From an optimization exercise on the open Yosys and OpenROAD flow, aimed at small area; shortcuts taken in it are not production practice.
Only simulation tests tie the RTL to the original design; equivalence was not proved.
The clock cells of run 5 come from the design's own scripts or RTL, not from TritonCTS.
The clock input has no modelled driver; a real chip could not lean on it and would need a root buffer or a full tree.
Power and IR drop assume default switching activity.

==> design/flow/design.v <==
module traffic_light_controller(
  input clk, reset, e_str_sensor, w_str_sensor, e_left_sensor, 
        w_left_sensor, ns_sensor,              
  output logic [1:0] e_str_light, w_str_light, e_left_light, w_left_light, ns_light);      
  localparam logic [1:0] red = 2'b00, yellow = 2'b01, green = 2'b10;
  logic s, sb, e, eb, w, wb, l, lb, n, nb;	  
  assign s  = e_str_sensor || w_str_sensor;					  
  assign sb = e_left_sensor || w_left_sensor || ns_sensor;			      
  assign e  = e_left_sensor || e_str_sensor;					      
  assign eb = w_left_sensor || w_str_sensor || ns_sensor;			  
  assign w  = w_left_sensor || w_str_sensor;
  assign wb = e_left_sensor || e_str_sensor || ns_sensor;
  assign l  = e_left_sensor || w_left_sensor;
  assign lb = e_str_sensor || w_str_sensor || ns_sensor;
  assign n  = ns_sensor;
  assign nb = s || l; 
  typedef enum {GRRRR, YRRRR, ZRRRR, HRRRR, 	            
  	            RGRRR, RYRRR, RZRRR, RHRRR, 			    
	            RRGRR, RRYRR, RRZRR, RRHRR,				    
	            RRRGR, RRRYR, RRRZR, RRRHR, 			    
	            RRRRG, RRRRY, RRRRZ, RRRRH} tlc_states;     
	tlc_states    present_state, next_state;
	int     ctr5, next_ctr5,        
			ctr10, next_ctr10;      
  logic      ctr5en,      ctr10en;
  logic next_ctr5en, next_ctr10en;
  logic change_light;
  assign change_light = (next_ctr5 >= 5) || (next_ctr10 >= 10);
  always_ff @(posedge clk)
	if(reset) begin
	  present_state <= RRRRH;
	  ctr5          <= 'd0;
	  ctr10         <= 'd0;
      ctr5en        <= 0;
      ctr10en       <= 0;
	end  
	else begin
	  present_state <= next_state;
	  ctr5          <= next_ctr5;
	  ctr10         <= next_ctr10;
      ctr5en        <= next_ctr5en;
      ctr10en       <= next_ctr10en;
	end  
  always_comb begin
	next_state = RRRRH;                             
	next_ctr5  = 'd0; 							    
	next_ctr10 = 'd0;
    next_ctr5en  = 0;
    next_ctr10en = 0;
	case (present_state)
	GRRRR: begin
		next_ctr5en  = ctr5en  || (!s);
		next_ctr10en = ctr10en || (sb);
		next_ctr5  = next_ctr5en  ? ctr5  + 1 : ctr5;
		next_ctr10 = next_ctr10en ? ctr10 + 1 : ctr10;
		if ((next_ctr5 >= 5) || (next_ctr10 >= 10)) begin
			next_state = YRRRR;
			next_ctr5 = 0;
			next_ctr10 = 0;
		end else next_state = GRRRR;
	end
	RGRRR: begin
		next_ctr5en  = ctr5en  || (!e);
		next_ctr10en = ctr10en || (eb);
		next_ctr5  = next_ctr5en  ? ctr5  + 1 : ctr5;
		next_ctr10 = next_ctr10en ? ctr10 + 1 : ctr10;
		if ((next_ctr5 >= 5) || (next_ctr10 >= 10)) begin
			next_state = RYRRR;
			next_ctr5 = 0;
			next_ctr10 = 0;
		end else next_state = RGRRR;
	end
	RRGRR: begin
		next_ctr5en  = ctr5en  || (!w);
		next_ctr10en = ctr10en || (wb);
		next_ctr5  = next_ctr5en  ? ctr5  + 1 : ctr5;
		next_ctr10 = next_ctr10en ? ctr10 + 1 : ctr10;
		if ((next_ctr5 >= 5) || (next_ctr10 >= 10)) begin
			next_state = RRYRR;
			next_ctr5 = 0;
			next_ctr10 = 0;
		end else next_state = RRGRR;
	end
	RRRGR: begin
		next_ctr5en  = ctr5en  || (!l);
		next_ctr10en = ctr10en || (lb);
		next_ctr5  = next_ctr5en  ? ctr5  + 1 : ctr5;
		next_ctr10 = next_ctr10en ? ctr10 + 1 : ctr10;
		if ((next_ctr5 >= 5) || (next_ctr10 >= 10)) begin
			next_state = RRRYR;
			next_ctr5 = 0;
			next_ctr10 = 0;
		end else next_state = RRRGR;
	end
	RRRRG: begin
		next_ctr5en  = ctr5en  || (!n);
		next_ctr10en = ctr10en || (nb);
		next_ctr5  = next_ctr5en  ? ctr5  + 1 : ctr5;
		next_ctr10 = next_ctr10en ? ctr10 + 1 : ctr10;
		if ((next_ctr5 >= 5) || (next_ctr10 >= 10)) begin
			next_state = RRRRY;
			next_ctr5 = 0;
			next_ctr10 = 0;
		end else next_state = RRRRG;
	end
	  YRRRR: next_state = ZRRRR;
	  ZRRRR: next_state = HRRRR;
	  RYRRR: next_state = RZRRR;
	  RZRRR: next_state = RHRRR;
	  RRYRR: next_state = RRZRR;
	  RRZRR: next_state = RRHRR;
	  RRRYR: next_state = RRRZR;
	  RRRZR: next_state = RRRHR;
	  RRRRY: next_state = RRRRZ;
	  RRRRZ: next_state = RRRRH;
    HRRRR:
           if (e) next_state = RGRRR;
      else if (w) next_state = RRGRR;
      else if (l) next_state = RRRGR;
      else if (n) next_state = RRRRG;
	  else if (s) next_state = GRRRR;
      else        next_state = RRRRH;
    RHRRR:
           if (w) next_state = RRGRR;
      else if (l) next_state = RRRGR;
      else if (n) next_state = RRRRG;
	  else if (s) next_state = GRRRR;
	  else if (e) next_state = RGRRR;
      else        next_state = RRRRH;
    RRHRR:
           if (l) next_state = RRRGR;
      else if (n) next_state = RRRRG;
	  else if (s) next_state = GRRRR;
	  else if (e) next_state = RGRRR;
      else if (w) next_state = RRGRR;
      else        next_state = RRRRH;
    RRRHR:
           if (n) next_state = RRRRG;
	  else if (s) next_state = GRRRR;
	  else if (e) next_state = RGRRR;
      else if (w) next_state = RRGRR;
      else if (l) next_state = RRRGR;
      else        next_state = RRRRH;
    RRRRH:
           if (s) next_state = GRRRR;
      else if (e) next_state = RGRRR;
      else if (w) next_state = RRGRR;
      else if (l) next_state = RRRGR;
      else if (n) next_state = RRRRG;
      else        next_state = RRRRH;
    endcase
  end
	always_comb begin
	  e_str_light  = red;                 
	  w_str_light  = red;				  
	  e_left_light = red;
	  w_left_light = red;
	  ns_light     = red;
	  case(present_state)       
		GRRRR: begin
			e_str_light = green;
			w_str_light = green;
		end
		YRRRR,ZRRRR: begin
			e_str_light = yellow;
			w_str_light = yellow;
		end
		RGRRR: begin
			e_left_light = green;
			e_str_light  = green;
		end
		RYRRR,RZRRR: begin
			e_left_light = yellow;
			e_str_light  = yellow;
		end
		RRGRR: begin
			w_left_light = green;
			w_str_light  = green;
		end
		RRYRR,RRZRR: begin
			w_left_light = yellow;
			w_str_light  = yellow;
		end
		RRRGR: begin
			e_left_light = green;
			w_left_light = green;
		end
		RRRYR,RRRZR: begin
			e_left_light = yellow;
			w_left_light = yellow;
		end
		RRRRG: begin
			ns_light = green;
		end
		RRRRY,RRRRZ: begin
			ns_light = yellow;
		end
	  endcase
	end
endmodule
==> design/flow/run.sh <==
#!/bin/bash
# synth_recipe.tcl (not shown) runs the flow's synth.tcl, then flattens the netlist and writes it again
# the make line also repeats each setting of config.mk as NAME=value (left out here)
make -C /OpenROAD-flow-scripts/flow DESIGN_CONFIG=/design/flow/config.mk WORK_HOME=/design/flow/orfs CLKGATE_MAP_FILE= SYNTH_SCRIPT=/design/flow/synth_recipe.tcl finish
==> design/flow/config.mk <==
export PLATFORM = sky130hd
export DESIGN_NAME = traffic_light_controller
export DESIGN_NICKNAME = traffic_light_controller
export VERILOG_FILES = /design/flow/design.v
export SDC_FILE = /design/flow/constraint.sdc
export NUM_CORES = 4
export LEC_CHECK = 0
export CAP_MARGIN = 20
export CORE_MARGIN = 2
export CORE_UTILIZATION = 40
export SLEW_MARGIN = 20
==> design/flow/constraint.sdc <==
create_clock -name core_clock -period 10.0 [get_ports {clk}]
set_input_delay 2.0000 -clock core_clock [delete_from_list [all_inputs] [get_ports {clk}]]
set_output_delay 2.0000 -clock core_clock [all_outputs]
set_load 0.01 [all_outputs]
==> summary.md, run 1 <==
| Metric | Value |
|---|---|
| Skew-Pair Late Insertion Delay | `390 ps` |
| # diodes | `0` |
| Most numerous cell in the Yosys netlist | `sky130_fd_sc_hd__nor2_1` |
| Period utilisation layout | `0.7745` |
| Area inside the core boundary | `0.02894 mm²` |
| Growth of design area from synthesis to finish | `5.624%` |
| Minimum clock period | `7745 ps` |
| Routed len/inst | `31.71 µm` |
| Die extent in x | `176.0 µm` |
| Arrival @ worst endpoint | `8020 ps` |
| Top cells by instance count after synthesis | `163 x sky130_fd_sc_hd__nor2_1, 160 x sky130_fd_sc_hd__clkbuf_1, 146 x sky130_fd_sc_hd__nand2_1` |
| Worst Tran Pin Value | `1066 ps` |
| Mux contribution to synthesized area | `0.01279` |
| Iteration count of the initial detailed-routing pass | `6` |
| Yosys Warn Count | `1` |
| Global Route Usage Sum | `0.4229` |
| Bufs on Longest Clock Path | `2` |
| Seq cells post-synth | `81` |
| Largest family of logic cells by synthesized area | `simple AND/OR/NAND/NOR gates` |
| Startpoint class of the critical path | `input port` |
| Worst setup EP type | `flip-flop` |
| Worst VDD drop | `0.07808 mV` |
| Clock tree from TritonCTS | `done` |
| Placement Rows | `62` |
| Clock tree skew after final layout | `20.01 ps` |
| Power after layout | `1.022 mW` |
| Total wire length after detailed routing | `66560 µm` |
| Xor and xnor area share after synthesis | `0.04810` |
| Final-report max-slew violation count | `0` |
| Unrepaired setup endpoints after global routing | `false` |
| Share of synthesized cell area in and, or, nand and nor gates | `0.3891` |
| Top Ports | `17` |
| Number of buffers inserted during clock tree synthesis | `9` |
| Share of the synthesized area in the top cell type | `0.1370` |
| H-tree depth reported by CTS | `3` |
| Syn Inst Count | `1822` |
| PostCTS Resize Cnt | `0` |
| Total of fill cells in the finished design | `3108` |
| Area taken by multi-input logic gates | `0.009324 mm²` |
| Total setup violations reported at the end of the flow | `0` |
| Peak Freq | `0.1291 GHz` |
| Distinct cells, synth | `99` |
| Clock root buffer | `sky130_fd_sc_hd__clkbuf_16` |
| Minimum hold slack | `659.5 ps` |
| Sequential fraction of the synthesis area | `0.1370` |
| Syn avg cell area | `6.496 µm²` |
| Aggregate global routing overflow | `0` |
| Synthesized cell area | `0.01184 mm²` |
| Die height | `176.0 µm` |
| Reported max-cap violation count | `0` |
| Area fraction in compound gates after synthesis | `0.3284` |
| Initial standard-cell utilization of the core | `0.4091` |
| Fin. Hold Viols | `0` |
| Nets | `1721` |
| Number of global-route vias before repair | `14730` |
| Critical path type | `input port to flip-flop` |
| Setup tns final | `0 ps` |
| Max-slew headroom at the worst pin | `0.2855` |
| Routability Congestion | `1.065` |
| Arithmetic-cell share of the synthesized area counting full adders, half adders and majority gates | `0.003171` |
| Wire length of the first global-routing pass | `98310 µm` |
| Floorplan die area | `0.03098 mm²` |
| Number of antenna violations at the first check in global routing | `0` |
| Result of the run | `finished clean` |
| Total number of clock tree sinks | `81` |
| Maximum fanout count along the critical path | `16` |
| EDFF count, synth | `0` |
| Mapped Nets | `1832` |
| Dominant cells by area after synthesis | `sky130_fd_sc_hd__dfxtp_1 14%, sky130_fd_sc_hd__a21oi_1 5.7%, sky130_fd_sc_hd__nor2_1 5.2%, sky130_fd_sc_hd__clkbuf_1 5.1%, sky130_fd_sc_hd__nand2_1 4.6%` |
| Hold buffers post-CTS | `0` |
| Pwr/cell area | `81.76 mW/mm²` |
| Starting DRC count in detailed routing | `2500` |
| Sequential Area | `0.001622 mm²` |
| HP Class | `flip-flop to flip-flop` |
| Overall via count from detail_route | `15970` |
| Post-CTS Repair Setup Buffers | `0` |
| Total leakage power | `3.564 nW` |
| Required time worst endpoint | `10280 ps` |
| Synth async-reset ratio | `0` |
| Post-detail-place hpwl | `47100 µm` |
| Top FF cell, synth | `sky130_fd_sc_hd__dfxtp_1` |
| Final routed DRC violation total | `0` |
| Pin count of the biggest net entering global routing | `47` |
| I/O Buffers | `16` |
| Share of layout cells above drive strength 1 | `0.08105` |
| Clock transition at path regs | `70 ps` |
| Cell depth of the worst hold path | `2` |
| Vias per inst | `7.608` |
| FF-to-FF path depth | `12` |
| Cell type contributing the most total cell area after synthesis | `sky130_fd_sc_hd__dfxtp_1` |
| Post-route ant nets | `0` |
==> kinds of logic (layout without fill, tap and decap cells) <==
logic type | Yosys count | count (layout)
flops | 81 | 81
fa+ha+maj | 3 | 3
buf+inv | 235 | 128
xor+xnor | 65 | 65
simple gates | 856 | 856
compound gates | 567 | 567
mux | 15 | 15
==> layout by cell type (no fill, tap or decap), types with 14 or more instances in the layout <==
cell	n
sky130_fd_sc_hd__o211ai_1	16
sky130_fd_sc_hd__mux2i_1	14
sky130_fd_sc_hd__o31ai_1	25
sky130_fd_sc_hd__dfxtp_1	81
sky130_fd_sc_hd__and4_1	19
sky130_fd_sc_hd__nor3_1	93
sky130_fd_sc_hd__nand2_1	146
sky130_fd_sc_hd__buf_4	68
sky130_fd_sc_hd__a211oi_1	42
sky130_fd_sc_hd__clkdlybuf4s50_1	16
sky130_fd_sc_hd__a21oi_1	134
sky130_fd_sc_hd__or4_1	34
sky130_fd_sc_hd__a31oi_1	45
sky130_fd_sc_hd__and3_1	23
sky130_fd_sc_hd__nand3_1	87
sky130_fd_sc_hd__inv_1	28
sky130_fd_sc_hd__nor4_1	57
sky130_fd_sc_hd__o22ai_1	21
sky130_fd_sc_hd__o21ai_0	85
sky130_fd_sc_hd__a22oi_1	16
sky130_fd_sc_hd__xnor2_1	54
sky130_fd_sc_hd__o41ai_1	14
sky130_fd_sc_hd__or3_1	42
sky130_fd_sc_hd__and2_1	22
sky130_fd_sc_hd__nand4_1	82
sky130_fd_sc_hd__nor2_1	163
==> power by group <==
| group | internal [mW] | leakage [nW] | switching (mW) |
|---|---|---|---|
| clock | 0.200 | 0.138 | 0.169 |
| combinational | 0.0875 | 2.77 | 0.206 |
| sequential | 0.339 | 0.654 | 0.0208 |
==> registers in the layout (all words and copies together) (netlist names) <==
signal         flops
ctr10en            1
w_left_light       2
ns_light           2
e_left_light       2
e_str_light        2
present_state      5
w_str_light        2
ctr5en             1
ctr5              32
ctr10             32
==> critical path: stages <==
cell	delay, ps
sky130_fd_sc_hd__clkdlybuf4s50_1	860
sky130_fd_sc_hd__or4_1	740
sky130_fd_sc_hd__o21ai_0	490
sky130_fd_sc_hd__nor3_1	280
sky130_fd_sc_hd__o211ai_1	110
sky130_fd_sc_hd__nor3_1	290
sky130_fd_sc_hd__nor4bb_1	380
sky130_fd_sc_hd__a31oi_1	360
sky130_fd_sc_hd__nor3_2	760
sky130_fd_sc_hd__a22oi_1	480
sky130_fd_sc_hd__or3b_1	830
sky130_fd_sc_hd__nand2_1	170
sky130_fd_sc_hd__o32ai_1	240
==> routing by layer <==
| metal | track usage | wire length [µm] |
|---|---|---|
| met3 | 0.08656 | 7108 |
| met1 | 0.4933 | 23720 |
| met5 | 0 | 0 |
| met2 | 0.6693 | 28940 |
| met4 | 0.3481 | 6788 |
==> path summary, 6_finish.rpt <==
kind                 startpoint        end  slack [ps]
hold reg to reg        ctr10[6]   ctr10[6]         660
setup reg to reg        ctr5[4]  ctr10[26]        3160
setup / recovery  e_left_sensor  ctr10[26]        2260
hold / removal         ctr10[6]   ctr10[6]         660
==> final cells by class <==
class,count,share of cell area
clock buffers,11,0.01942
flip-flops and latches,81,0.1297
multi-input cells,1506,0.7458
clock inverters,4,0.004303
well taps,384,0.03843
inverters,29,0.008707
repair buffers,84,0.05364
==> metrics by stage <==
stage                     cells  utilization  setup slack (ps)  instance area [µm²]
after floorplan            1822            -              4624                11840
after global placement     2083       0.4212              2491                12190
after detailed placement   2083       0.4214              2329                12190
after CTS                  2098       0.4316              2683                12490
after global routing       2099       0.4321              2221                12500
final                      2099       0.4321              2255                12500
==> run 2: changes to the inputs <==
==> design/flow/design.v (replaced) <==
module traffic_light_controller(
  input clk, reset, e_str_sensor, w_str_sensor, e_left_sensor,
        w_left_sensor, ns_sensor,
  output logic [1:0] e_str_light, w_str_light, e_left_light, w_left_light, ns_light);
  logic [3:0] t;
  logic [2:0] ph;
  logic les, lws, lel, lwl, lns;
  assign les = ~ph[2] & ~ph[1];
  assign lws = ~ph[2] & ~ph[0];
  assign lel = ph[0];
  assign lwl = ph[1];
  assign lns = ph[2];
  logic own, conf, any;
  assign own  = (les & e_str_sensor) | (lws & w_str_sensor) | (lel & e_left_sensor) |
                (lwl & w_left_sensor) | (lns & ns_sensor);
  assign conf = (~les & e_str_sensor) | (~lws & w_str_sensor) | (~lel & e_left_sensor) |
                (~lwl & w_left_sensor) | (~lns & ns_sensor);
  assign any  = e_str_sensor | w_str_sensor | e_left_sensor | w_left_sensor | ns_sensor;
  logic s, e, w, l, n;
  assign s = e_str_sensor | w_str_sensor;
  assign e = e_str_sensor | e_left_sensor;
  assign w = w_str_sensor | w_left_sensor;
  assign l = e_left_sensor | w_left_sensor;
  assign n = ns_sensor;
  logic is_h, yel, grn, early;
  assign is_h  = ~t[3] & ~t[2];
  assign yel   = t[3] & t[2] & t[1];
  assign grn   = ~is_h & ~yel;
  assign early = (~t[3] & t[2]) | (t[3] & ~t[2] & ~t[1]);
  logic [2:0] arb;
  always_comb begin
    arb = 3'b100;
    case (ph)
      3'b000:      if (e) arb = 3'b001; else if (w) arb = 3'b010; else if (l) arb = 3'b011;
                   else if (n) arb = 3'b100; else if (s) arb = 3'b000;
      3'b001:      if (w) arb = 3'b010; else if (l) arb = 3'b011; else if (n) arb = 3'b100;
                   else if (s) arb = 3'b000; else if (e) arb = 3'b001;
      3'b010:      if (l) arb = 3'b011; else if (n) arb = 3'b100; else if (s) arb = 3'b000;
                   else if (e) arb = 3'b001; else if (w) arb = 3'b010;
      3'b011:      if (n) arb = 3'b100; else if (s) arb = 3'b000; else if (e) arb = 3'b001;
                   else if (w) arb = 3'b010; else if (l) arb = 3'b011;
      default:     if (s) arb = 3'b000; else if (e) arb = 3'b001; else if (w) arb = 3'b010;
                   else if (l) arb = 3'b011; else if (n) arb = 3'b100;
    endcase
  end
  always_ff @(posedge clk) begin
    if (reset) begin
      t  <= 4'd0;
      ph <= 3'b100;
    end else if (is_h) begin
      t  <= any ? 4'd4 : 4'd0;
      ph <= arb;
    end else if (early && !own) begin
      t  <= 4'd10;
    end else if (t == 4'd4 && !conf) begin
      t  <= 4'd4;
    end else begin
      t  <= t + 4'd1;
    end
  end
  assign e_str_light  = {grn & les, yel & les};
  assign w_str_light  = {grn & lws, yel & lws};
  assign e_left_light = {grn & lel, yel & lel};
  assign w_left_light = {grn & lwl, yel & lwl};
  assign ns_light     = {grn & lns, yel & lns};
endmodule
--- a/design/flow/config.mk
+++ b/design/flow/config.mk
@@ -7,5 +7,5 @@
 export LEC_CHECK = 0
 export CAP_MARGIN = 20
-export CORE_MARGIN = 2
-export CORE_UTILIZATION = 40
+export CORE_AREA = 5 5 65 65
+export DIE_AREA = 0 0 70 70
 export SLEW_MARGIN = 20
==> run 2 against run 1 <==
Still clean on timing, DRC and antenna. Cell count decreased by 93%. Sequential share of layout area increased by 3.7 points. Worst setup slack improved by 3900 ps. Critical path depth decreased by 9. Global-route usage decreased by 35 points. Clock power decreased by 93%. Synthesized area decreased by 95%. Register-to-register slack improved by 5200 ps. Clock-buffer cell count decreased by 7. Clock skew decreased by 19 ps. Worst hold slack got worse by 160 ps. Combinational power decreased by 65%. Critical path type is now flip-flop to output pin. Largest cell class unchanged.
==> summary.md, run 2 <==
| Metric | Value |
|---|---|
| Result of the run | `finished clean (unchanged)` |
| Slowest stage cell on the critical path | `sky130_fd_sc_hd__dfxtp_1 (was sky130_fd_sc_hd__clkdlybuf4s50_1)` |
| Most numerous cell in the Yosys netlist | `sky130_fd_sc_hd__nor2_1 (unchanged)` |
| Clock root buffer | `sky130_fd_sc_hd__clkbuf_4 (was sky130_fd_sc_hd__clkbuf_16)` |
| Peak-usage layer in the global routing report | `met2 (unchanged)` |
| Number of cells after detailed placement | `148 (was 2083)` |
| Worst VDD drop | `0.05381 mV (was 0.07808 mV)` |
| Share of power burned in the clock network | `0.128 (was 0.361)` |
| Vias per inst | `4.822 (was 7.608)` |
| Number of antenna violations at the first check in global routing | `0 (unchanged)` |
| Synthesized cell area | `636.9 µm² (was 0.01184 mm²)` |
| Met2 track utilization from global routing | `0.1112 (was 0.6693)` |
| PostCTS Resize Cnt | `0 (unchanged)` |
| Area taken by multi-input logic gates | `434.2 µm² (was 0.009324 mm²)` |
| Dominant cells by area after synthesis | `sky130_fd_sc_hd__dfxtp_1 22%, sky130_fd_sc_hd__nor2_1 7.7%, sky130_fd_sc_hd__nor3_1 5.5%, sky130_fd_sc_hd__a21oi_1 4.7%, sky130_fd_sc_hd__o21ai_1 4.7% (was sky130_fd_sc_hd__dfxtp_1 14%, sky130_fd_sc_hd__a21oi_1 5.7%, sky130_fd_sc_hd__nor2_1 5.2%, sky130_fd_sc_hd__clkbuf_1 5.1%, sky130_fd_sc_hd__nand2_1 4.6%)` |
| Total of fill cells in the finished design | `395 (was 3108)` |
| Crit. Startpoint | `t[2] (was e_left_sensor)` |
| Iteration count of the initial detailed-routing pass | `4 (was 6)` |
| Most frequent standard cell in the layout excluding fill and tap cells | `sky130_fd_sc_hd__clkdlybuf4s50_1 (was sky130_fd_sc_hd__nor2_1)` |
| Wire length of the first global-routing pass | `2960 µm (was 98310 µm)` |
| Sequential fraction of the synthesis area | `0.2200 (was 0.1370)` |
| Share of the synthesized area in the top cell type | `0.2200 (was 0.1370)` |
| I/O Buffers | `16 (unchanged)` |
| Top Ports | `17 (unchanged)` |
| Top Registers | `t: 4 flops, ph: 3 flops (was ctr10: 32 flops, ctr5: 32 flops, present_state: 5 flops)` |
| Number of cells in the finished layout apart from fillers | `152 (was 2099)` |
| Post-route ant nets | `0 (unchanged)` |
| Syn avg cell area | `6.848 µm² (was 6.496 µm²)` |
| Final routed DRC violation total | `0 (unchanged)` |
| Mapped Nets | `102 (was 1832)` |
| Post-detail-place hpwl | `1362 µm (was 47100 µm)` |
| Top FF cell, synth | `sky130_fd_sc_hd__dfxtp_1 (unchanged)` |
| Pwr/cell area | `228.5 mW/mm² (was 81.76 mW/mm²)` |
| Leading cell types in the layout, fill and taps excluded | `16 x sky130_fd_sc_hd__clkdlybuf4s50_1, 13 x sky130_fd_sc_hd__nor2_1, 7 x sky130_fd_sc_hd__nor3_1, 7 x sky130_fd_sc_hd__dfxtp_1 (was 163 x sky130_fd_sc_hd__nor2_1, 146 x sky130_fd_sc_hd__nand2_1, 134 x sky130_fd_sc_hd__a21oi_1)` |
| Combinational fraction of design power | `0.535 (was 0.287)` |
| Peak Freq | `0.2607 GHz (was 0.1291 GHz)` |
| H-tree depth reported by CTS | `1 (was 3)` |
| HP Class | `flip-flop to flip-flop (unchanged)` |
| Maximum fanout count along the critical path | `9 (was 16)` |
| Top cells by instance count after synthesis | `13 x sky130_fd_sc_hd__nor2_1, 7 x sky130_fd_sc_hd__dfxtp_1, 7 x sky130_fd_sc_hd__nor3_1 (was 163 x sky130_fd_sc_hd__nor2_1, 160 x sky130_fd_sc_hd__clkbuf_1, 146 x sky130_fd_sc_hd__nand2_1)` |
| Number of buffers inserted during clock tree synthesis | `3 (was 9)` |
| Total setup violations reported at the end of the flow | `0 (unchanged)` |
| Nets | `116 (was 1721)` |
| Net Sw Frac | `0.4629 (was 0.3868)` |
| Die height | `70 µm (was 176.0 µm)` |
| Pin count of the biggest net entering global routing | `14 (was 47)` |
| Critical path type | `flip-flop to output pin (was input port to flip-flop)` |
| Routability Congestion | `0.8706 (was 1.065)` |
| Cells traversed along the worst timing path | `nand3_1, o21ai_1, nor3_1, clkdlybuf4s50_1 (was clkdlybuf4s50_1, or4_1, o21ai_0, nor3_1, o211ai_1, nor3_1, nor4bb_1, a31oi_1, nor3_2, a22oi_1, or3b_1, nand2_1, o32ai_1)` |
| Worst setup EP type | `output pin (was flip-flop)` |
| Initial standard-cell utilization of the core | `0.1864 (was 0.4091)` |
| Post-CTS Repair Setup Buffers | `0 (unchanged)` |
| Arrival @ worst endpoint | `1840 ps (was 8020 ps)` |
| Overall via count from detail_route | `733 (was 15970)` |
| Clock transition at path regs | `50 ps (was 70 ps)` |
| Aggregate global routing overflow | `0 (unchanged)` |
| Hold buffers post-CTS | `0 (unchanged)` |
| Share of layout cells above drive strength 1 | `0.03774 (was 0.08105)` |
| Register with the most flip-flops | `t` |
| Power after layout | `192.1 µW (was 1.022 mW)` |
| Internal Power | `103.2 µW (was 626.8 µW)` |
| Startpoint class of the critical path | `flip-flop (was input port)` |
| GR met1 Demand/Resource | `0.09153 (was 0.4933)` |
| Global Route Usage Sum | `0.07132 (was 0.4229)` |
| Bufs on Longest Clock Path | `2 (unchanged)` |
| Crit-path max cell delay | `500 ps (was 860 ps)` |
| Seq cells post-synth | `7 (was 81)` |
| Die extent in x | `70 µm (was 176.0 µm)` |
| Max-slew headroom at the worst pin | `0.7134 (was 0.2855)` |
| Met3 demand-to-capacity share in global routing | `0.02296 (was 0.08656)` |
| Sequential Area | `140.1 µm² (was 0.001622 mm²)` |
| Required time worst endpoint | `8000 ps (was 10280 ps)` |
| Fin. Hold Viols | `0 (unchanged)` |
| Synth async-reset ratio | `0 (unchanged)` |
| DP Worst Slack | `6419 ps (was 2329 ps)` |
| Growth of design area from synthesis to finish | `32.02% (was 5.624%)` |
| EDFF count, synth | `0 (unchanged)` |
| Placement Rows | `21 (was 62)` |
| Crit-path leading delay family | `flip-flops (was simple AND/OR/NAND/NOR gates)` |
| # diodes | `0 (unchanged)` |
| Largest register FFs | `4` |
| Period utilisation layout | `0.3836 (was 0.7745)` |
| Total wire length after detailed routing | `1803 µm (was 66560 µm)` |
| Worst reg2reg path startpoint | `ph[1] (was ctr5[4])` |
| Worst Setup Slack, final | `6164 ps (was 2255 ps)` |
| Post-Layout Inst Area | `840.8 µm² (was 0.01250 mm²)` |
| Reported max-cap violation count | `0 (unchanged)` |
| Number of global-route vias before repair | `640 (was 14730)` |
| Routed len/inst | `11.86 µm (was 31.71 µm)` |
| Start point of the worst hold path | `t[0] (was ctr10[6])` |
| Distinct cells, synth | `36 (was 99)` |
| Buffers & Inverters on Critical Path | `1 (unchanged)` |
| Area inside the core boundary | `0.003416 mm² (was 0.02894 mm²)` |
| Sw Pwr | `88.92 µW (was 395.3 µW)` |
| Final-report max-slew violation count | `0 (unchanged)` |
| Yosys Warn Count | `1 (unchanged)` |
| Clock tree skew after final layout | `0.9215 ps (was 20.01 ps)` |
| Starting DRC count in detailed routing | `32 (was 2500)` |
| Skew-Pair Late Insertion Delay | `240 ps (was 390 ps)` |
| Floorplan die area | `0.004900 mm² (was 0.03098 mm²)` |
| Power share of the sequential group | `0.338 (was 0.352)` |
| Clock tree from TritonCTS | `done (unchanged)` |
| Total leakage power | `0.2702 nW (was 3.564 nW)` |
| Unrepaired setup endpoints after global routing | `false (unchanged)` |
| Cell type contributing the most total cell area after synthesis | `sky130_fd_sc_hd__dfxtp_1 (unchanged)` |
| Post-place instance area | `814.5 µm² (was 0.01219 mm²)` |
| Syn Inst Count | `93 (was 1822)` |
| Setup tns final | `0 ps (unchanged)` |
| Minimum clock period | `3836 ps (was 7745 ps)` |
| Total number of clock tree sinks | `7 (was 81)` |
| Worst Tran Pin Value | `429.3 ps (was 1066 ps)` |
[run 2: changes by cell type after synthesis, sizes merged, moves of 69 or more]
cell	change
o21ai	-85
nand3	-88
nor3	-89
nor2	-151
clkbuf	-161
nand2	-142
nand4	-84
nor4	-69
dfxtp	-74
a21oi	-129
[run 2: worst paths after layout]
| check | slack [ps] | cells after the start | endpoint |
|---|---|---|---|
| setup reg to reg | 8400 | 4 | t[2] |
| hold reg to reg | 500 | 1 | t[0] |
| hold / removal | 500 | 1 | t[0] |
| setup / recovery | 6160 | 4 | e_str_light[1] |
[run 2: cell families (layout without fill, tap and decap cells)]
family,after synthesis,in the layout,synth area share
AND/OR/NAND/NOR,39,39,0.3026
AO/OA/AOI/OAI,30,30,0.3124
buffers and inverters,13,26,0.09822
flip-flops,7,7,0.2200
adder cells (fa/ha/maj),2,2,0.03929
XOR/XNOR,2,2,0.02751
[run 2: metal layers]
layer	up-vias	part of all wire
li1	366	-
met1	344	0.45
met2	21	0.48
met3	2	0.064
met4	0	0.0055
met5	-	0
[run 2: final cells by class]
class                      count  share of cell area
sequential                     7              0.1667
timing repair buffer          16              0.1905
tap                           46             0.06845
inverter                       6             0.02679
clock buffer                   4             0.03125
multi-input combinational     73              0.5164
[run 2: power by group through the flow]
stage | registers, mW | clock network (mW) | logic, mW
after floorplan | 0.0450 | 0 | 0.0929
after global placement | 0.0642 | 0 | 0.102
after detailed placement | 0.0644 | 0 | 0.102
after CTS | 0.0637 | 0.0261 | 0.103
after global routing | 0.0678 | 0.0280 | 0.114
final | 0.0648 | 0.0246 | 0.103
[run 2: metrics by stage]
stage            util  hold slack [ps]
2_1_floorplan       -            450.3
3_3_place_gp   0.2385            479.5
3_5_place_dp   0.2385            497.8
4_1_cts        0.2462            504.9
5_1_grt        0.2462            525.6
6_report       0.2462            498.8
==> run 3: changes to the inputs <==
==> design/flow/design.v (replaced) <==
module traffic_light_controller(
  input clk, reset, e_str_sensor, w_str_sensor, e_left_sensor,
        w_left_sensor, ns_sensor,
  output logic [1:0] e_str_light, w_str_light, e_left_light, w_left_light, ns_light);
  logic [3:0] t;
  logic [2:0] ph;
  wire a = e_str_sensor, b = w_str_sensor, c = e_left_sensor, d = w_left_sensor, n = ns_sensor;
  wire own  = (~ph[1] & ~ph[2] & a) | (~ph[0] & ~ph[2] & b) | (ph[0] & c) | (ph[1] & ph[2] & c) | (ph[1] & d) | (~ph[1] & ph[2] & n);
  wire conf = (ph[1] & a) | (ph[2] & a) | (ph[0] & b) | (ph[2] & b) | (~ph[1] & d) | (~ph[2] & n) | (ph[1] & n) | (~ph[0] & ~ph[2] & c) | (~ph[0] & ~ph[1] & c);
  wire anys = a | b | c | d | n;
  wire ish  = (~t[2] & ~t[3]);
  wire tn0 = ~((~t[1] & ~t[2]) | (~t[1] & ~t[3] & ~conf) | (t[0] & t[1]) | (~t[3] & ~own) | (t[0] & ~own) | (t[0] & ~t[3]) | (reset));
  wire tn1 = ~((~t[2] & ~t[3]) | (t[0] & t[1] & t[3]) | (~t[0] & ~t[3] & own) | (t[0] & t[3] & own) | (reset));
  wire tn2 = (t[0] & t[1] & ~t[3] & ~reset) | (t[0] & t[1] & ~t[2] & ~reset) | (~t[0] & t[2] & t[3] & ~reset) | (~t[3] & own & ~reset) | (~t[2] & ~t[3] & anys & ~reset);
  wire tn3 = ~((~t[2] & ~t[3]) | (~t[0] & ~t[1] & t[2] & t[3]) | (t[0] & t[1] & t[2] & t[3]) | (~t[1] & ~t[3] & own) | (reset));
  wire pn0 = ~((~ph[0] & ~ish) | (ph[0] & ish) | (ph[1] & ~ph[2]) | (ph[2] & a) | (ph[2] & b) | (ph[1] & n) | (reset) | (~a & ~c & ish));
  wire pn1 = ~((~ph[1] & ~ish) | (ph[1] & ~c & ~d & ish) | (~ph[0] & ~ph[1] & c) | (~ph[0] & ~ph[1] & a) | (ph[2] & a & ish) | (ph[2] & b & ish) | (ph[2] & c & ish) | (ph[1] & ph[2] & n & ish) | (reset) | (~b & ~c & ~d & ish));
  wire pn2 = (ph[2] & ~ish) | (~a & ~b & ~c & ~d & ish) | (ph[0] & ~b & c & ~d & ish) | (ph[1] & ~ph[2] & c & ish) | (ph[1] & ~ph[2] & d & ish) | (ph[0] & ~b & ~d & n & ish) | (ph[1] & n & ish) | (reset);
  always_ff @(posedge clk) begin
    t  <= {tn3, tn2, tn1, tn0};
    ph <= {pn2, pn1, pn0};
  end
  assign e_str_light = {~((~t[2] & ~t[3]) | (t[1] & t[2] & t[3]) | (ph[1]) | (ph[2])), (t[1] & t[2] & t[3] & ~ph[1] & ~ph[2])};
  assign w_str_light = {~((~t[2] & ~t[3]) | (t[1] & t[2] & t[3]) | (ph[0]) | (ph[2])), (t[1] & t[2] & t[3] & ~ph[0] & ~ph[2])};
  assign e_left_light = {~((~t[2] & ~t[3]) | (t[1] & t[2] & t[3]) | (~ph[0] & ~ph[2]) | (~ph[0] & ~ph[1])), (t[1] & t[2] & t[3] & ph[1] & ph[2]) | (t[1] & t[2] & t[3] & ph[0])};
  assign w_left_light = {~((~ph[1]) | (~t[2] & ~t[3]) | (t[1] & t[2] & t[3])), (t[1] & t[2] & t[3] & ph[1])};
  assign ns_light = {~((~ph[2]) | (~t[2] & ~t[3]) | (t[1] & t[2] & t[3]) | (ph[1])), (t[1] & t[2] & t[3] & ~ph[1] & ph[2])};
endmodule
==> design/flow/flow/run.sh (new file) <==
#!/bin/bash
# The standard ORFS layout, except that the port buffers use the smallest buffer cell
# (sky130_fd_sc_hd__buf_1) rather than the one buffer_ports picks by default.
set -euo pipefail
bash standard.sh 'BUFFER_PORTS_ARGS=-buffer_cell sky130_fd_sc_hd__buf_1' finish > orfs_make.log 2>&1
==> design/flow/standard.sh (new file) <==
#!/bin/bash
# synth_recipe.tcl (not shown) runs the flow's synth.tcl, then flattens the netlist and writes it again
# the make line also repeats each setting of config.mk as NAME=value (left out here)
make -C /OpenROAD-flow-scripts/flow DESIGN_CONFIG=/design/flow/config.mk WORK_HOME=/design/flow/orfs CLKGATE_MAP_FILE= SYNTH_SCRIPT=/design/flow/synth_recipe.tcl "${@:-finish}"
--- a/design/flow/config.mk
+++ b/design/flow/config.mk
@@ -8,4 +8,5 @@
 export CAP_MARGIN = 20
 export CORE_AREA = 5 5 65 65
+export CTS_BUF_LIST = sky130_fd_sc_hd__clkbuf_2
 export DIE_AREA = 0 0 70 70
 export SLEW_MARGIN = 20
removed: design/flow/run.sh
==> run 3 against run 2 <==
Worst hold slack better by 86 ps. Cell area is 21% lower. Via count is 11% lower. Critical path type unchanged. Maximum frequency is 12% higher. Cell count is 4.6% lower. Highest routed layer unchanged. Worst setup slack better by 400 ps. Global-route usage is 0.41 points lower. Clock power is 17% lower. Sequential share of layout area is 4.5 points higher. Non-clock buffer count stayed put. Largest power group unchanged. Synthesized cell count is 12% lower. Sequential power is 31% lower.
==> summary.md, run 3 <==
| Metric | Value |
|---|---|
| Vias per inst | `4.497 (was 4.822)` |
| Total number of clock tree sinks | `7 (unchanged)` |
| Clock root buffer | `sky130_fd_sc_hd__clkbuf_2 (was sky130_fd_sc_hd__clkbuf_4)` |
| Die extent in x | `70 µm (unchanged)` |
| Global Route Usage Sum | `0.06720 (was 0.07132)` |
| Final routed DRC violation total | `0 (unchanged)` |
| Worst reg2reg path startpoint | `ph[1] (unchanged)` |
| Start point of the worst hold path | `t[1] (was t[0])` |
| Critical path type | `flip-flop to output pin (unchanged)` |
| Overall via count from detail_route | `652 (was 733)` |
| Dominant cells by area after synthesis | `sky130_fd_sc_hd__dfxtp_1 26%, sky130_fd_sc_hd__nor2_1 12%, sky130_fd_sc_hd__a21oi_1 7.5%, sky130_fd_sc_hd__nor3_1 6.5%, sky130_fd_sc_hd__o21ai_0 5.6% (was sky130_fd_sc_hd__dfxtp_1 22%, sky130_fd_sc_hd__nor2_1 7.7%, sky130_fd_sc_hd__nor3_1 5.5%, sky130_fd_sc_hd__a21oi_1 4.7%, sky130_fd_sc_hd__o21ai_1 4.7%)` |
| Routed len/inst | `10.54 µm (was 11.86 µm)` |
| Synthesized cell area | `535.5 µm² (was 636.9 µm²)` |
| Bufs on Longest Clock Path | `2 (unchanged)` |
| Terminus of the critical flop-to-flop path | `t[3] (was t[2])` |
| Share of layout cells above drive strength 1 | `0.07071 (was 0.03774)` |
| Setup tns final | `0 ps (unchanged)` |
| H-tree depth reported by CTS | `1 (unchanged)` |
| Met3 Routed Length | `163 µm (was 116 µm)` |
| PostCTS Resize Cnt | `0 (unchanged)` |
| Required time worst endpoint | `8000 ps (about the same)` |
| Register-to-Register Setup Slack | `7790 ps (was 8400 ps)` |
| Total setup violations reported at the end of the flow | `0 (unchanged)` |
| Slowest stage cell on the critical path | `sky130_fd_sc_hd__dfxtp_1 (unchanged)` |
| Worst Tran Pin Value | `435.8 ps (was 429.3 ps)` |
| Distinct cells, synth | `28 (was 36)` |
| Worst setup EP type | `output pin (unchanged)` |
| Iteration count of the initial detailed-routing pass | `5 (was 4)` |
| Top Ports | `17 (unchanged)` |
| Crit-path max cell delay | `490 ps (was 500 ps)` |
| Arrival @ worst endpoint | `1430 ps (was 1840 ps)` |
| Peak Freq | `0.2914 GHz (was 0.2607 GHz)` |
| Share of the synthesized area in the top cell type | `0.2617 (was 0.2200)` |
| Post-route ant nets | `0 (unchanged)` |
| Number of antenna violations at the first check in global routing | `0 (unchanged)` |
| # diodes | `0 (unchanged)` |
| Skew-Pair Late Insertion Delay | `230 ps (was 240 ps)` |
| Aggregate global routing overflow | `0 (unchanged)` |
| Largest register FFs | `4 (unchanged)` |
| Yosys Warn Count | `1 (unchanged)` |
| FF-to-FF path depth | `5 (was 4)` |
| Result of the run | `finished clean (unchanged)` |
| Area taken by multi-input logic gates | `365.4 µm² (was 434.2 µm²)` |
| I/O Buffers | `16 (unchanged)` |
| Power after layout | `110.2 µW (was 192.1 µW)` |
| Startpoint class of the critical path | `flip-flop (unchanged)` |
| Top cells by instance count after synthesis | `17 x sky130_fd_sc_hd__nor2_1, 8 x sky130_fd_sc_hd__a21oi_1, 7 x sky130_fd_sc_hd__dfxtp_1, 7 x sky130_fd_sc_hd__nand2_1, 7 x sky130_fd_sc_hd__nor3_1 (was 13 x sky130_fd_sc_hd__nor2_1, 7 x sky130_fd_sc_hd__dfxtp_1, 7 x sky130_fd_sc_hd__nor3_1)` |
| Syn avg cell area | `6.531 µm² (was 6.848 µm²)` |
| Minimum clock period | `3432 ps (was 3836 ps)` |
| Top FF cell, synth | `sky130_fd_sc_hd__dfxtp_1 (unchanged)` |
| Sequential fraction of the synthesis area | `0.2617 (was 0.2200)` |
| Clock tree skew after final layout | `1.420 ps (was 0.9215 ps)` |
| HP Class | `flip-flop to flip-flop (unchanged)` |
| Mapped Nets | `89 (was 102)` |
| Top Registers | `t: 4 flops, ph: 3 flops (unchanged)` |
| Syn Inst Count | `82 (was 93)` |
| Synth async-reset ratio | `0 (unchanged)` |
| Detail Route met2 WL | `654 µm (was 871 µm)` |
| Floorplan die area | `0.004900 mm² (unchanged)` |
| Area inside the core boundary | `0.003416 mm² (unchanged)` |
| Cell depth of the worst hold path | `2 (was 1)` |
| Number of buffers inserted during clock tree synthesis | `3 (unchanged)` |
| Routability Congestion | `0.8086 (was 0.8706)` |
| Top layer in use | `met4 (unchanged)` |
| Total leakage power | `0.2213 nW (was 0.2702 nW)` |
| Period utilisation layout | `0.3432 (was 0.3836)` |
| Clock tree from TritonCTS | `done (unchanged)` |
| Pwr/cell area | `166.6 mW/mm² (was 228.5 mW/mm²)` |
| Clock transition at path regs | `70 ps (was 50 ps)` |
| Final-report max-slew violation count | `0 (unchanged)` |
| Post-detail-place hpwl | `1186 µm (was 1362 µm)` |
| Worst VDD drop | `0.02391 mV (was 0.05381 mV)` |
| Die height | `70 µm (unchanged)` |
| Reported max-cap violation count | `0 (unchanged)` |
| EDFF count, synth | `0 (unchanged)` |
| Worst Setup Slack, final | `6568 ps (was 6164 ps)` |
| Total wire length after detailed routing | `1529 µm (was 1803 µm)` |
| Hold buffers post-CTS | `0 (unchanged)` |
| Placement Rows | `21 (unchanged)` |
| Sequential Area | `140.1 µm² (unchanged)` |
| Maximum fanout count along the critical path | `10 (was 9)` |
| DP Worst Slack | `6425 ps (was 6419 ps)` |
| Number of global-route vias before repair | `588 (was 640)` |
| Nets | `107 (was 116)` |
| Total of fill cells in the finished design | `396 (was 395)` |
| Cell type contributing the most total cell area after synthesis | `sky130_fd_sc_hd__dfxtp_1 (unchanged)` |
| Initial standard-cell utilization of the core | `0.1568 (was 0.1864)` |
| Post-CTS Repair Setup Buffers | `0 (unchanged)` |
| Pin count of the biggest net entering global routing | `15 (was 14)` |
| Most frequent standard cell in the layout excluding fill and tap cells | `sky130_fd_sc_hd__nor2_1 (was sky130_fd_sc_hd__clkdlybuf4s50_1)` |
| Max-slew headroom at the worst pin | `0.7019 (was 0.7134)` |
| Capture endpoint of the worst hold path | `t[3] (was t[0])` |
| Most numerous cell in the Yosys netlist | `sky130_fd_sc_hd__nor2_1 (unchanged)` |
| Register with the most flip-flops | `t (unchanged)` |
| Length of routed wiring on met1 | `704 µm (was 804 µm)` |
| Fin. Hold Viols | `0 (unchanged)` |
| Wire length of the first global-routing pass | `2622 µm (was 2960 µm)` |
| Starting DRC count in detailed routing | `79 (was 32)` |
| Seq cells post-synth | `7 (unchanged)` |
| Growth of design area from synthesis to finish | `23.60% (was 32.02%)` |
| Unrepaired setup endpoints after global routing | `false (unchanged)` |
| Cells traversed along the worst timing path | `nand3_1, nand2_1, nor3_1, buf_1 (was nand3_1, o21ai_1, nor3_1, clkdlybuf4s50_1)` |
| Leading cell types in the layout, fill and taps excluded | `17 x sky130_fd_sc_hd__nor2_1, 16 x sky130_fd_sc_hd__buf_1, 8 x sky130_fd_sc_hd__a21oi_1 (was 16 x sky130_fd_sc_hd__clkdlybuf4s50_1, 13 x sky130_fd_sc_hd__nor2_1, 7 x sky130_fd_sc_hd__nor3_1, 7 x sky130_fd_sc_hd__dfxtp_1)` |
==> run 3: kinds of logic after synthesis <==
| group | Yosys count | share of synthesized area |
|---|---|---|
| compound gates | 28 | 0.3575 |
| simple gates | 39 | 0.3248 |
| flops | 7 | 0.2617 |
| buf+inv | 8 | 0.05608 |
==> run 3: how the worst max path moves through the flow <==
stage	start	to	slack (ps)	depth (start not counted)
5_1_grt	t[3]	w_str_light[1]	6370	4
2_1_floorplan	e_str_sensor	t[3]	6720	4
4_1_cts	t[3]	w_str_light[1]	6530	4
3_5_place_dp	e_str_sensor	t[3]	6420	5
3_3_place_gp	e_str_sensor	t[3]	6480	5
6_report	t[3]	w_str_light[1]	6570	4
==> run 3: metrics by stage <==
step	instance area (µm²)	std cells	hold slack, ps	util
final	661.9	145	585.0	0.1938
after global routing	661.9	145	631.4	0.1938
after CTS	661.9	145	591.3	0.1938
after detailed placement	641.9	141	580.8	0.1879
after global placement	641.9	141	582.0	0.1879
after floorplan	535.5	82	526.4	-
==> run 3: routing by layer <==
layer  GRT usage  vias up
met2      0.1018       27
met1     0.07877      291
met4     0.01915        0
met5           0        -
met3     0.04161        2
li1            -      332
==> run 3: critical path, delay by kind of cell (launching register included) <==
family	cells	cell delay (ps)
buffers and inverters	1	140
flip-flops	1	490
AND/OR/NAND/NOR	3	580
==> run 3: where the power goes <==
| part | switching, mW | internal [mW] |
|---|---|---|
| clock | 0.00991 | 0.0106 |
| sequential | 0.0113 | 0.0334 |
| combinational | 0.0265 | 0.0185 |
| total | 0.0477 | 0.0625 |
==> run 3: cell type report <==
| cell class | instances | share of cell area |
|---|---|---|
| multi-input cells | 67 | 0.5520 |
| flip-flops and latches | 7 | 0.2117 |
| repair buffers | 16 | 0.09074 |
| well taps | 46 | 0.08696 |
| clock buffers | 4 | 0.03025 |
| inverters | 5 | 0.02836 |
==> run 4: changes to the inputs <==
==> design/flow/flow/run.sh (replaced) <==
#!/bin/bash
# The standard ORFS layout, except: the port buffers use the smallest buffer cell
# (sky130_fd_sc_hd__buf_1) rather than the one buffer_ports picks by default, and the
# clock tree is built from sky130_fd_sc_hd__clkbuf_2 without dummy loads.
set -euo pipefail
bash standard.sh 'BUFFER_PORTS_ARGS=-buffer_cell sky130_fd_sc_hd__buf_1' \
  'CTS_ARGS=-sink_clustering_enable -repair_clock_nets -buf_list sky130_fd_sc_hd__clkbuf_2 -root_buf sky130_fd_sc_hd__clkbuf_2 -dont_use_dummy_load' \
  finish > orfs_make.log 2>&1
--- a/design/flow/config.mk
+++ b/design/flow/config.mk
@@ -8,5 +8,5 @@
 export CAP_MARGIN = 20
 export CORE_AREA = 5 5 65 65
-export CTS_BUF_LIST = sky130_fd_sc_hd__clkbuf_2
 export DIE_AREA = 0 0 70 70
+export PLACE_DENSITY = 0.7
 export SLEW_MARGIN = 20
==> run 4 against run 3 <==
Global-route usage shrank 0.12 points. Combinational power is essentially flat. Sequential cell count is the same. Die area is the same. Worst setup slack gained 38 ps. Maximum frequency grew 1.1%. Clock power shrank 15%. Still clean on timing, DRC and antenna. Total power shrank 2.4%. Sequential share of layout area grew 0.16 points. Cell count shrank 0.69%. Via count shrank 1.5%. Largest cell class unchanged. Worst hold slack gained 23 ps.
==> summary.md, run 4 <==
| Metric | Value |
|---|---|
| Die height | `70 µm (unchanged)` |
| Pwr/cell area | `163.8 mW/mm² (was 166.6 mW/mm²)` |
| H-tree depth reported by CTS | `1 (unchanged)` |
| Sequential Area | `140.1 µm² (unchanged)` |
| Starting DRC count in detailed routing | `119 (was 79)` |
| # diodes | `0 (unchanged)` |
| Final-report max-slew violation count | `0 (unchanged)` |
| Number of global-route vias before repair | `602 (was 588)` |
| Top FF cell, synth | `sky130_fd_sc_hd__dfxtp_1 (unchanged)` |
| Total leakage power | `0.2172 nW (was 0.2213 nW)` |
| Vias per inst | `4.458 (was 4.497)` |
| Top cells by instance count after synthesis | `17 x sky130_fd_sc_hd__nor2_1, 8 x sky130_fd_sc_hd__a21oi_1, 7 x sky130_fd_sc_hd__dfxtp_1, 7 x sky130_fd_sc_hd__nand2_1, 7 x sky130_fd_sc_hd__nor3_1 (unchanged)` |
| Distinct cells, synth | `28 (unchanged)` |
| PostCTS Resize Cnt | `0 (unchanged)` |
| Placement Rows | `21 (unchanged)` |
| Syn avg cell area | `6.531 µm² (unchanged)` |
| Nets | `107 (unchanged)` |
| Wire length of the first global-routing pass | `2587 µm (was 2622 µm)` |
| Peak Freq | `0.2946 GHz (was 0.2914 GHz)` |
| Clock tree skew after final layout | `11.81 ps (was 1.420 ps)` |
| Register with the most flip-flops | `t (unchanged)` |
| Iteration count of the initial detailed-routing pass | `4 (was 5)` |
| Post-route ant nets | `0 (unchanged)` |
| Required time worst endpoint | `8000 ps (about the same)` |
| Unrepaired setup endpoints after global routing | `false (unchanged)` |
| Yosys Warn Count | `1 (unchanged)` |
| Max-slew headroom at the worst pin | `0.6822 (was 0.7019)` |
| Worst Tran Pin Value | `476.8 ps (was 435.8 ps)` |
| Aggregate global routing overflow | `0 (unchanged)` |
| Number of buffers inserted during clock tree synthesis | `3 (unchanged)` |
| Fin util | `0.1923 (was 0.1938)` |
| Clock root buffer | `sky130_fd_sc_hd__clkbuf_2 (unchanged)` |
| Worst Setup Slack, final | `6606 ps (was 6568 ps)` |
| Total setup violations reported at the end of the flow | `0 (unchanged)` |
| Bufs on Longest Clock Path | `2 (unchanged)` |
| Most numerous cell in the Yosys netlist | `sky130_fd_sc_hd__nor2_1 (unchanged)` |
| Post-CTS Repair Setup Buffers | `0 (unchanged)` |
| Area inside the core boundary | `0.003416 mm² (unchanged)` |
| Initial standard-cell utilization of the core | `0.1568 (unchanged)` |
| Maximum fanout count along the critical path | `10 (unchanged)` |
| Clock transition at path regs | `70 ps (about the same)` |
| Final routed DRC violation total | `0 (unchanged)` |
| Post-Layout Inst Area | `656.9 µm² (was 661.9 µm²)` |
| Die extent in x | `70 µm (unchanged)` |
| Top Ports | `17 (unchanged)` |
| Result of the run | `finished clean (unchanged)` |
| Worst setup EP type | `output pin (unchanged)` |
| Leading cell types in the layout, fill and taps excluded | `17 x sky130_fd_sc_hd__nor2_1, 16 x sky130_fd_sc_hd__buf_1, 8 x sky130_fd_sc_hd__a21oi_1 (unchanged)` |
| Total of fill cells in the finished design | `399 (was 396)` |
| Period utilisation layout | `0.3394 (was 0.3432)` |
| Post-place instance area | `641.9 µm² (unchanged)` |
| Total number of clock tree sinks | `7 (unchanged)` |
| Total wire length after detailed routing | `1465 µm (was 1529 µm)` |
| I/O Buffers | `16 (unchanged)` |
| Routed len/inst | `10.17 µm (was 10.54 µm)` |
| Most frequent standard cell in the layout excluding fill and tap cells | `sky130_fd_sc_hd__nor2_1 (unchanged)` |
| Sequential fraction of the synthesis area | `0.2617 (unchanged)` |
| Reported max-cap violation count | `0 (unchanged)` |
| Largest register FFs | `4 (unchanged)` |
| Arrival @ worst endpoint | `1390 ps (was 1430 ps)` |
| Overall via count from detail_route | `642 (was 652)` |
| Synthesized cell area | `535.5 µm² (unchanged)` |
| Post-detail-place hpwl | `1175 µm (was 1186 µm)` |
| Global Route Usage Sum | `0.06596 (was 0.06720)` |
| Pin count of the biggest net entering global routing | `15 (unchanged)` |
| Critical path type | `flip-flop to output pin (unchanged)` |
| Synth async-reset ratio | `0 (unchanged)` |
| Worst VDD drop | `0.02738 mV (was 0.02391 mV)` |
| Syn Inst Count | `82 (unchanged)` |
| Skew-Pair Late Insertion Delay | `230 ps (about the same)` |
| Area taken by multi-input logic gates | `365.4 µm² (unchanged)` |
| Share of layout cells above drive strength 1 | `0.06122 (was 0.07071)` |
| Routability Congestion | `0.8706 (was 0.8086)` |
| Hold buffers post-CTS | `0 (unchanged)` |
| Number of antenna violations at the first check in global routing | `0 (unchanged)` |
| Minimum clock period | `3394 ps (was 3432 ps)` |
| Top Registers | `t: 4 flops, ph: 3 flops (unchanged)` |
| Startpoint class of the critical path | `flip-flop (unchanged)` |
| DP Worst Slack | `6445 ps (was 6425 ps)` |
| Cell type contributing the most total cell area after synthesis | `sky130_fd_sc_hd__dfxtp_1 (unchanged)` |
| HP Class | `flip-flop to flip-flop (unchanged)` |
| Setup tns final | `0 ps (unchanged)` |
| Dominant cells by area after synthesis | `sky130_fd_sc_hd__dfxtp_1 26%, sky130_fd_sc_hd__nor2_1 12%, sky130_fd_sc_hd__a21oi_1 7.5%, sky130_fd_sc_hd__nor3_1 6.5%, sky130_fd_sc_hd__o21ai_0 5.6% (unchanged)` |
| Mapped Nets | `89 (unchanged)` |
| EDFF count, synth | `0 (unchanged)` |
| Fin. Hold Viols | `0 (unchanged)` |
| Share of the synthesized area in the top cell type | `0.2617 (unchanged)` |
| Clock tree from TritonCTS | `done (unchanged)` |
| Seq cells post-synth | `7 (unchanged)` |
| Floorplan die area | `0.004900 mm² (unchanged)` |
| Minimum hold slack | `607.5 ps (was 585.0 ps)` |
| Growth of design area from synthesis to finish | `22.66% (was 23.60%)` |
run 4: cell type report:
class,count,share of cell area
clock buffer,3,0.02286
inverter,5,0.02857
multi-input combinational,67,0.5562
sequential,7,0.2133
tap,46,0.08762
timing repair buffer,16,0.09143
run 4: path summary, 6_finish.rpt:
path	startpoint	end	slack, ps	cells after the start
min reg2reg	t[1]	t[3]	610	2
max reg2reg	ph[1]	t[3]	7750	5
max	t[3]	w_str_light[1]	6610	4
min	t[1]	t[3]	610	2
run 4: power breakdown:
| part | leakage [nW] | internal [mW] | switching (mW) | total (mW) |
|---|---|---|---|---|
| logic | 0.147 | 0.0185 | 0.0266 | 0.0451 |
| clock network | 0.0125 | 0.00815 | 0.00932 | 0.0175 |
| registers | 0.0578 | 0.0334 | 0.0116 | 0.0450 |
| total | 0.217 | 0.0601 | 0.0475 | 0.108 |
run 4: critical path, cell delays in order (launching register included):
cell	delay, ps
sky130_fd_sc_hd__dfxtp_1	490
sky130_fd_sc_hd__or2_1	210
sky130_fd_sc_hd__nand2_1	130
sky130_fd_sc_hd__nor3_1	170
sky130_fd_sc_hd__buf_1	170
run 4: through the flow:
stage	total power, mW	std cells
3_5_place_dp	0.09044	141
4_1_cts	0.1084	144
5_1_grt	0.1183	144
2_1_floorplan	0.07785	82
3_3_place_gp	0.09049	141
6_report	0.1076	144
run 4: cells by family after synthesis:
kind of cell	count (synthesis)	share of synthesized area
flip-flops	7	0.2617
AO/OA/AOI/OAI	28	0.3575
AND/OR/NAND/NOR	39	0.3248
buffers and inverters	8	0.05608
run 4: metal layers:
layer | wire (µm) | share of wire | GRT usage
met1 | 659 | 0.45 | 0.07259
met4 | 34 | 0.023 | 0.06596
met5 | 0 | 0 | 0
met3 | 95 | 0.065 | 0.01722
met2 | 675 | 0.46 | 0.09969
==> run 5: changes to the inputs <==
==> design/flow/flow/run.sh (replaced) <==
#!/bin/bash
# The standard ORFS layout, except:
#  - the port buffers use the smallest buffer cell (sky130_fd_sc_hd__buf_1) rather than the
#    one buffer_ports picks by default;
#  - the clock tree is a single clock buffer driving every flip-flop (flow/cts.tcl), in place
#    of ORFS's cts step, which builds a root buffer and two leaf buffers for these few flops.
# Each tool's output goes to a log file of its own in this folder.
set -euo pipefail
BP='BUFFER_PORTS_ARGS=-buffer_cell sky130_fd_sc_hd__buf_1'
bash standard.sh "$BP" place > orfs_place.log 2>&1
export RESULTS="$PWD/orfs/results/$FLOW_PLATFORM/traffic_light_controller/base"
export CLKBUF_CELL=sky130_fd_sc_hd__clkbuf_4
export CLK_PORT=clk
openroad -no_init -exit flow/cts.tcl > openroad_cts.log 2>&1
bash standard.sh "$BP" finish > orfs_finish.log 2>&1
==> design/flow/flow/cts.tcl (new file) <==
# Clock tree of one buffer: the clock port drives a single clock buffer, which drives every
# flip-flop clock pin.  Reads 3_place.odb and writes 4_1_cts.odb / 4_cts.sdc in place of
# ORFS's cts step.
set P $::env(FLOW_HOME)/platforms/$::env(FLOW_PLATFORM)
set R $::env(RESULTS)
set bufcell $::env(CLKBUF_CELL)
read_lef $P/lef/sky130_fd_sc_hd.tlef
read_lef $P/lef/sky130_fd_sc_hd_merged.lef
read_liberty $P/lib/sky130_fd_sc_hd__tt_025C_1v80.lib
read_db $R/3_place.odb
read_sdc $R/3_place.sdc
source $P/setRC.tcl

set block [ord::get_db_block]
set clkport [$block findBTerm $::env(CLK_PORT)]
set clknet [$clkport getNet]
set master [[ord::get_db] findMaster $bufcell]
set buf [odb::dbInst_create $block $master clkbuf_0_clk]
set newnet [odb::dbNet_create $block clknet_0_clk]
$newnet setSigType CLOCK
$clknet setSigType CLOCK
set sx 0; set sy 0; set k 0
foreach it [$clknet getITerms] {
  set inst [$it getInst]
  if {$inst == $buf} { continue }
  set loc [$inst getLocation]
  set sx [expr {$sx + [lindex $loc 0]}]
  set sy [expr {$sy + [lindex $loc 1]}]
  incr k
  $it disconnect
  $it connect $newnet
}
[$buf findITerm A] connect $clknet
[$buf findITerm X] connect $newnet
puts "clock buffer $bufcell drives $k sinks"
$buf setLocation [expr {$sx / $k}] [expr {$sy / $k}]
$buf setPlacementStatus PLACED
global_connect
detailed_placement
check_placement -verbose
set_propagated_clock [all_clocks]
estimate_parasitics -placement
report_clock_skew
write_db $R/4_1_cts.odb
write_sdc -no_timestamp $R/4_cts.sdc
==> run 5 against run 4 <==
Clock skew shrank 12 ps. Critical path depth grew 1. Via count shrank 1.6%. Cell count shrank 1.4%. Die area is the same. Highest routed layer unchanged. Register-to-register slack is essentially flat. Synthesized area is the same. Worst hold slack is essentially flat. Largest cell class unchanged. Sequential power is essentially flat.
==> summary.md, run 5 <==
| Metric | Value |
|---|---|
| Result of the run | `finished clean (unchanged)` |
| Crit-path max cell delay | `440 ps (was 490 ps)` |
| Worst Setup Slack, final | `6537 ps (was 6606 ps)` |
| Register-to-Register Setup Slack | `7740 ps (was 7750 ps)` |
| Growth of design area from synthesis to finish | `21.26% (was 22.66%)` |
| Most numerous cell in the Yosys netlist | `sky130_fd_sc_hd__nor2_1 (unchanged)` |
| Area taken by multi-input logic gates | `365.4 µm² (unchanged)` |
| Start point of the worst hold path | `t[1] (unchanged)` |
| Vias per inst | `4.451 (was 4.458)` |
| Global Route Usage Sum | `0.05827 (was 0.06596)` |
| Nets | `105 (was 107)` |
| Iteration count of the initial detailed-routing pass | `4 (unchanged)` |
| DP Worst Slack | `6445 ps (unchanged)` |
| GR met1 Demand/Resource | `0.07259 (unchanged)` |
| Routability Congestion | `0.8706 (unchanged)` |
| Buffers & Inverters on Critical Path | `1 (unchanged)` |
| Top cells by instance count after synthesis | `17 x sky130_fd_sc_hd__nor2_1, 8 x sky130_fd_sc_hd__a21oi_1, 7 x sky130_fd_sc_hd__dfxtp_1, 7 x sky130_fd_sc_hd__nand2_1, 7 x sky130_fd_sc_hd__nor3_1 (unchanged)` |
| Area fraction in compound gates after synthesis | `0.3575 (unchanged)` |
| Share of layout cells above drive strength 1 | `0.04167 (was 0.06122)` |
| Overall via count from detail_route | `632 (was 642)` |
| Power after layout | `101.6 µW (was 107.6 µW)` |
| Peak Freq | `0.2887 GHz (was 0.2946 GHz)` |
| Synth async-reset ratio | `0 (unchanged)` |
| Post-detail-place hpwl | `1175 µm (unchanged)` |
| Clock transition at path regs | `80 ps (was 70 ps)` |
| Unrepaired setup endpoints after global routing | `false (unchanged)` |
| Pwr/cell area | `156.4 mW/mm² (was 163.8 mW/mm²)` |
| Syn avg cell area | `6.531 µm² (unchanged)` |
| Top FF cell, synth | `sky130_fd_sc_hd__dfxtp_1 (unchanged)` |
| Arithmetic-cell share of the synthesized area counting full adders, half adders and majority gates | `0 (unchanged)` |
| Share of the synthesized area in the top cell type | `0.2617 (unchanged)` |
| Number of cells after detailed placement | `141 (unchanged)` |
| Mapped Nets | `89 (unchanged)` |
| Die extent in x | `70 µm (unchanged)` |
| Cell type contributing the most total cell area after synthesis | `sky130_fd_sc_hd__dfxtp_1 (unchanged)` |
| Final routed DRC violation total | `0 (unchanged)` |
| Fin. Hold Viols | `0 (unchanged)` |
| Largest register FFs | `4 (unchanged)` |
| Cell depth of the worst hold path | `2 (unchanged)` |
| Xor and xnor area share after synthesis | `0 (unchanged)` |
| Dominant cells by area after synthesis | `sky130_fd_sc_hd__dfxtp_1 26%, sky130_fd_sc_hd__nor2_1 12%, sky130_fd_sc_hd__a21oi_1 7.5%, sky130_fd_sc_hd__nor3_1 6.5%, sky130_fd_sc_hd__o21ai_0 5.6% (unchanged)` |
| Initial standard-cell utilization of the core | `0.1568 (unchanged)` |
| Seq cells post-synth | `7 (unchanged)` |
| Required time worst endpoint | `10040 ps (was 8000 ps)` |
| Sequential fraction of the synthesis area | `0.2617 (unchanged)` |
| Top Ports | `17 (unchanged)` |
| Routed len/inst | `10.08 µm (was 10.17 µm)` |
| Worst reg2reg path startpoint | `ph[1] (unchanged)` |
| Placement Rows | `21 (unchanged)` |
| Yosys Warn Count | `1 (unchanged)` |
| Area inside the core boundary | `0.003416 mm² (unchanged)` |
| Startpoint class of the critical path | `input port (was flip-flop)` |
| Leading cell types in the layout, fill and taps excluded | `17 x sky130_fd_sc_hd__nor2_1, 16 x sky130_fd_sc_hd__buf_1, 8 x sky130_fd_sc_hd__a21oi_1 (unchanged)` |
| Wire length of the first global-routing pass | `2573 µm (was 2587 µm)` |
| Sequential Area | `140.1 µm² (unchanged)` |
| Syn Inst Count | `82 (unchanged)` |
| Mux contribution to synthesized area | `0 (unchanged)` |
| Setup tns final | `0 ps (unchanged)` |
| # diodes | `0 (unchanged)` |
| Register with the most flip-flops | `t (unchanged)` |
| Peak-usage layer in the global routing report | `met2 (unchanged)` |
| Total wire length after detailed routing | `1431 µm (was 1465 µm)` |
| Max-slew headroom at the worst pin | `0.6822 (unchanged)` |
| Post-Layout Inst Area | `649.4 µm² (was 656.9 µm²)` |
| Met2 track utilization from global routing | `0.1018 (was 0.09969)` |
| Reported max-cap violation count | `0 (unchanged)` |
| Minimum clock period | `3463 ps (was 3394 ps)` |
| I/O Buffers | `16 (unchanged)` |
| Slowest stage cell on the critical path | `sky130_fd_sc_hd__a222oi_1 (was sky130_fd_sc_hd__dfxtp_1)` |
| Number of antenna violations at the first check in global routing | `0 (unchanged)` |
| Capture endpoint of the worst hold path | `t[3] (unchanged)` |
| Share of synthesized cell area in and, or, nand and nor gates | `0.3248 (unchanged)` |
| FF-to-FF path depth | `5 (unchanged)` |
| Number of cells in the finished layout apart from fillers | `142 (was 144)` |
| Floorplan die area | `0.004900 mm² (unchanged)` |
| Starting DRC count in detailed routing | `126 (was 119)` |
| Clock tree skew after final layout | `0.1528 ps (was 11.81 ps)` |
| Period utilisation layout | `0.3463 (was 0.3394)` |
| Top Registers | `t: 4 flops, ph: 3 flops (unchanged)` |
| Most frequent standard cell in the layout excluding fill and tap cells | `sky130_fd_sc_hd__nor2_1 (unchanged)` |
| Pin count of the biggest net entering global routing | `15 (unchanged)` |
| Aggregate global routing overflow | `0 (unchanged)` |
| Post-route ant nets | `0 (unchanged)` |
| Die height | `70 µm (unchanged)` |
| Crit-path leading delay family | `compound AO/OA/AOI/OAI gates (was simple AND/OR/NAND/NOR gates)` |
| Skew-Pair Late Insertion Delay | `140 ps (was 230 ps)` |
| Final-report max-slew violation count | `0 (unchanged)` |
| Fin util | `0.1901 (was 0.1923)` |
| Total setup violations reported at the end of the flow | `0 (unchanged)` |
| Cells traversed along the worst timing path | `buf_1, a221o_1, a222oi_1, o22ai_1, a2111oi_2 (was or2_1, nand2_1, nor3_1, buf_1)` |
| Largest family of logic cells by synthesized area | `compound AO/OA/AOI/OAI gates (unchanged)` |
| Worst Tran Pin Value | `476.8 ps (about the same)` |
| Number of global-route vias before repair | `584 (was 602)` |
| Synthesized cell area | `535.5 µm² (unchanged)` |
| Worst setup EP type | `flip-flop (was output pin)` |
| Worst VDD drop | `0.02459 mV (was 0.02738 mV)` |
| Distinct cells, synth | `28 (unchanged)` |
| Critical path type | `input port to flip-flop (was flip-flop to output pin)` |
| Arrival @ worst endpoint | `3500 ps (was 1390 ps)` |
| Minimum hold slack | `608.0 ps (was 607.5 ps)` |
| Met3 demand-to-capacity share in global routing | `0.008608 (was 0.01722)` |
| HP Class | `flip-flop to flip-flop (unchanged)` |
| Terminus of the critical flop-to-flop path | `t[3] (unchanged)` |
| Post-place instance area | `641.9 µm² (unchanged)` |
| EDFF count, synth | `0 (unchanged)` |
| Maximum fanout count along the critical path | `5 (was 10)` |
| Total leakage power | `0.2093 nW (was 0.2172 nW)` |
| Total of fill cells in the finished design | `401 (was 399)` |
-- run 5: how the worst max path moves through the flow --
stage / from / to / cells past startpoint
global placement: e_str_sensor / t[3] / 5
floorplan: e_str_sensor / t[3] / 4
detailed placement: e_str_sensor / t[3] / 5
finish: e_str_sensor / t[3] / 5
global route: e_str_sensor / t[3] / 5
-- run 5: cell families after synthesis --
| logic type | Yosys count |
|---|---|
| buffers and inverters | 8 |
| flip-flops | 7 |
| AND/OR/NAND/NOR | 39 |
| AO/OA/AOI/OAI | 28 |
-- run 5: layer usage --
layer	wire length, µm	up-vias	part of all wire
met5	0	-	0
met4	29	0	0.020
met3	80	2	0.056
met2	669	16	0.47
met1	651	284	0.45
li1	-	330	-
-- run 5: cell type report --
class,count,area share
Multi-Input combinational cell,67,0.5626
Timing Repair Buffer,16,0.09249
Inverter,5,0.02890
Sequential cell,7,0.2158
Buffer,1,0.01156
Tap cell,46,0.08863
-- run 5: report_power, final --
group / switching, mW / total [mW] / internal, mW
Sequential: 0.0115 / 0.0449 / 0.0333
Combinational: 0.0266 / 0.0451 / 0.0185
Clock: 0.00680 / 0.0116 / 0.00477
-- run 5: worst min-delay path: stages (launching register included) --
cell                        delay (ps)
sky130_fd_sc_hd__dfxtp_1           380
sky130_fd_sc_hd__inv_1             110
sky130_fd_sc_hd__a2111oi_2          70

Re-timed with assumed drivers on the ports (clkbuf_16 on the clock, buf_2 on other inputs), run 5 has 6.537 ns of setup slack against 6.537 ns with ideal ports, and 6.373 ns once port delays also move by the mid clock arrival of 0.164 ns.
